This design comes from an exercise in tuning for small area on the open sky130 flow, not from production work. Function was checked by simulation only, so behaviour that the tests miss may differ from the original. No driver is modelled on the clock port, so clock power and skew are understated where the tree is cut down; a real chip needs a root buffer or a tree. Power is estimated from default activity; no workload was simulated.

==> flow/design.v (excerpt) <==
module seg_595_dynamic
(
    input wire sys_clk,
    input wire sys_rst_n,
    input wire [13:0] data,
    input wire [3:0] point,
    input wire seg_en,
    input wire sign,
    output wire stcp,
    output wire shcp,
    output wire ds,
    output wire oe
);
Settings: LEC_CHECK=0, CAP_MARGIN=20, CORE_MARGIN=2, CORE_UTILIZATION=75, SLEW_MARGIN=20; clock period 10.0 ns.
standard.sh (not shown) runs the stock make flow with config.mk's settings and CLKGATE_MAP_FILE= SYNTH_SCRIPT=/design/flow/synth_recipe.tcl, a recipe that flattens the netlist after the stock synthesis.
==> flow/flow/run.sh <==
#!/bin/bash
set -euo pipefail
export BUFFER_PORTS_ARGS="-buffer_cell sky130_fd_sc_hd__buf_1"
export CLK_GROUPS=3
export CLK_GROUP_CELL=sky130_fd_sc_hd__clkbuf_8
export PRE_CTS_TCL="$(pwd)/flow/clk_groups.tcl"
bash standard.sh > standard_flow.log 2>&1
==> flow/flow/clk_groups.tcl <==
# Sourced before CTS: the clock tree becomes a few clock buffers driven
# straight from the clock port, each feeding one group of nearby registers.
# CLK_GROUPS (number of groups) and CLK_GROUP_CELL (buffer) come from run.sh.
rename clock_tree_synthesis __std_clock_tree_synthesis
proc clock_tree_synthesis { args } {
  set k $::env(CLK_GROUPS)
  set cell $::env(CLK_GROUP_CELL)
  set block [ord::get_db_block]
  set net [$block findNet sys_clk]
  set sinks {}
  foreach it [$net getITerms] {
    set inst [$it getInst]
    set loc [$inst getLocation]
    lappend sinks [list [lindex $loc 0] [lindex $loc 1] [$inst getName] [[$it getMTerm] getName]]
  }
  set n [llength $sinks]
  # groups: k stripes by x, or a 2x2 grid for k = 4
  set groups {}
  if { $k == 4 } {
    set byx [lsort -integer -index 0 $sinks]
    set half [expr {$n / 2}]
    foreach part [list [lrange $byx 0 [expr {$half - 1}]] [lrange $byx $half end]] {
      set byy [lsort -integer -index 1 $part]
      set h2 [expr {[llength $byy] / 2}]
      lappend groups [lrange $byy 0 [expr {$h2 - 1}]] [lrange $byy $h2 end]
    }
  } else {
    set byx [lsort -integer -index 0 $sinks]
    for {set g 0} {$g < $k} {incr g} {
      set lo [expr {$g * $n / $k}]
      set hi [expr {($g + 1) * $n / $k - 1}]
      lappend groups [lrange $byx $lo $hi]
    }
  }
  set g 0
  foreach grp $groups {
    set sx 0; set sy 0; set pins {}
    foreach s $grp {
      set sx [expr {$sx + [lindex $s 0]}]
      set sy [expr {$sy + [lindex $s 1]}]
      lappend pins [get_pins "[lindex $s 2]/[lindex $s 3]"]
    }
    set m [llength $grp]
    set x [expr {$sx / $m / 1000.0}]
    set y [expr {$sy / $m / 1000.0}]
    puts "clk_groups: group $g of $m registers, $cell at $x $y"
    insert_buffer -buffer_cell $cell -net sys_clk -load_pins $pins \
      -location [list $x $y] -buffer_name clkbuf_g$g -net_name clknet_g$g
    incr g
  }
  set_propagated_clock [all_clocks]
}
The baseline completed with no timing, DRC or antenna violations.
Next try:
CORE_UTILIZATION = 85   (was 75)
What happened: This time the run stopped in global placement (3_3_place_gp); synthesized cell count does not change; area after synthesis stays the same.
Next try:
==> flow/flow/run.sh (replaced) <==
#!/bin/bash
set -euo pipefail
export BUFFER_PORTS_ARGS="-buffer_cell sky130_fd_sc_hd__buf_1"
export CLK_GROUPS=2
export CLK_GROUP_CELL=sky130_fd_sc_hd__clkbuf_16
export PRE_CTS_TCL="$(pwd)/flow/clk_groups.tcl"
bash standard.sh > standard_flow.log 2>&1
CORE_UTILIZATION = 60   (was 85)
Effect: This time the run completed with no timing, DRC or antenna violations; synthesized area does not change; synthesized cell count does not change.
Next try:
==> flow/flow/run.sh (replaced) <==
#!/bin/bash
set -euo pipefail
export BUFFER_PORTS_ARGS="-buffer_cell sky130_fd_sc_hd__buf_1"
export CTS_ARGS="-sink_clustering_enable -repair_clock_nets -dont_use_dummy_load -buf_list {sky130_fd_sc_hd__clkbuf_8}"
bash standard.sh > standard_flow.log 2>&1
ABC_AREA = 1   (was unset)
removed: flow/flow/clk_groups.tcl
Result: Worst setup slack degrades by 0.0093 ns; area after synthesis goes up by 6.0%; final area goes up by 6.8%; worst hold slack improves by 0.0047 ns; clock skew goes up by 0.012 ns.
Next try:
==> flow/flow/run.sh (replaced) <==
#!/bin/bash
set -euo pipefail
export BUFFER_PORTS_ARGS="-buffer_cell sky130_fd_sc_hd__buf_1"
export CLK_GROUPS=3
export CLK_GROUP_CELL=sky130_fd_sc_hd__clkbuf_8
export PRE_CTS_TCL="$(pwd)/flow/clk_groups.tcl"
bash standard.sh > standard_flow.log 2>&1
==> flow/flow/clk_groups.tcl (new file) <==
# Sourced before CTS: the clock tree becomes a few clock buffers driven
# straight from the clock port, each feeding one group of nearby registers.
# CLK_GROUPS (number of groups) and CLK_GROUP_CELL (buffer) come from run.sh.
rename clock_tree_synthesis __std_clock_tree_synthesis
proc clock_tree_synthesis { args } {
  set k $::env(CLK_GROUPS)
  set cell $::env(CLK_GROUP_CELL)
  set block [ord::get_db_block]
  set net [$block findNet sys_clk]
  set sinks {}
  foreach it [$net getITerms] {
    set inst [$it getInst]
    set loc [$inst getLocation]
    lappend sinks [list [lindex $loc 0] [lindex $loc 1] [$inst getName] [[$it getMTerm] getName]]
  }
  set n [llength $sinks]
  # groups: k stripes by x, or a 2x2 grid for k = 4
  set groups {}
  if { $k == 4 } {
    set byx [lsort -integer -index 0 $sinks]
    set half [expr {$n / 2}]
    foreach part [list [lrange $byx 0 [expr {$half - 1}]] [lrange $byx $half end]] {
      set byy [lsort -integer -index 1 $part]
      set h2 [expr {[llength $byy] / 2}]
      lappend groups [lrange $byy 0 [expr {$h2 - 1}]] [lrange $byy $h2 end]
    }
  } else {
    set byx [lsort -integer -index 0 $sinks]
    for {set g 0} {$g < $k} {incr g} {
      set lo [expr {$g * $n / $k}]
      set hi [expr {($g + 1) * $n / $k - 1}]
      lappend groups [lrange $byx $lo $hi]
    }
  }
  set g 0
  foreach grp $groups {
    set sx 0; set sy 0; set pins {}
    foreach s $grp {
      set sx [expr {$sx + [lindex $s 0]}]
      set sy [expr {$sy + [lindex $s 1]}]
      lappend pins [get_pins "[lindex $s 2]/[lindex $s 3]"]
    }
    set m [llength $grp]
    set x [expr {$sx / $m / 1000.0}]
    set y [expr {$sy / $m / 1000.0}]
    puts "clk_groups: group $g of $m registers, $cell at $x $y"
    insert_buffer -buffer_cell $cell -net sys_clk -load_pins $pins \
      -location [list $x $y] -buffer_name clkbuf_g$g -net_name clknet_g$g
    incr g
  }
  set_propagated_clock [all_clocks]
}
ABC_AREA = unset   (was 1)
Die area drops by 5.3%.
Worst setup slack gains 0.0051 ns.
Sequential cell count is unchanged.
Routed wire length drops by 9.1%.
Clock power drops by 25%.
Via count drops by 12%.
Final area drops by about 7%.
Global-route usage drops by 2.8 points.
Next try:
==> flow/flow/run.sh (replaced) <==
#!/bin/bash
set -euo pipefail
export BUFFER_PORTS_ARGS="-buffer_cell sky130_fd_sc_hd__buf_1"
export CTS_ARGS="-sink_clustering_enable -repair_clock_nets -dont_use_dummy_load -buf_list {sky130_fd_sc_hd__clkbuf_8}"
bash standard.sh > standard_flow.log 2>&1
removed: flow/flow/clk_groups.tcl
Core utilization went up by 0.68 points; design area went up by about 1%; clock power went up by about 34%; sequential power barely changes; routed wire length is about the same; die area does not change; flip-flop and latch count does not change; synthesized area does not change; cell count went up by about 0.6%; worst setup slack improves by 0.0038 ns; via count went up by 1.0%.
In the first, third and fifth runs of this note the design's own scripts or RTL, not TritonCTS, make the clock network.

[re-timing with driven ports]
How much do the figures lean on ideal ports? The routed layouts below were timed once more, with nothing changed but the port constraints.
Step 1, drivers: a clkbuf_16 drives sys_clk and a buf_2 each remaining input, both assumed.
Step 2 also shifts input and output timing later by t, the mid clock arrival at the registers, as if the neighbouring blocks saw the same clock.
Slacks: ideal / step 1 / step 2; pairs: ideal / step 1.
run	t (ns)	setup slack, ns	pins driven straight from the clock port
the first run	0.199	5.393 / 5.371 / 5.371	3
the third run	0.206	5.393 / 5.371 / 5.371	2
the fourth run	0.324	5.384 / 5.360 / 5.360	1
the fifth run	0.201	5.389 / 5.367 / 5.367	3
the sixth run	0.323	5.393 / 5.371 / 5.371	1
After both steps every run listed still meets setup and hold. For the fourth run, which loses most, drivers alone change the setup slack by -0.024 ns; drivers and shift together by -0.024 ns.
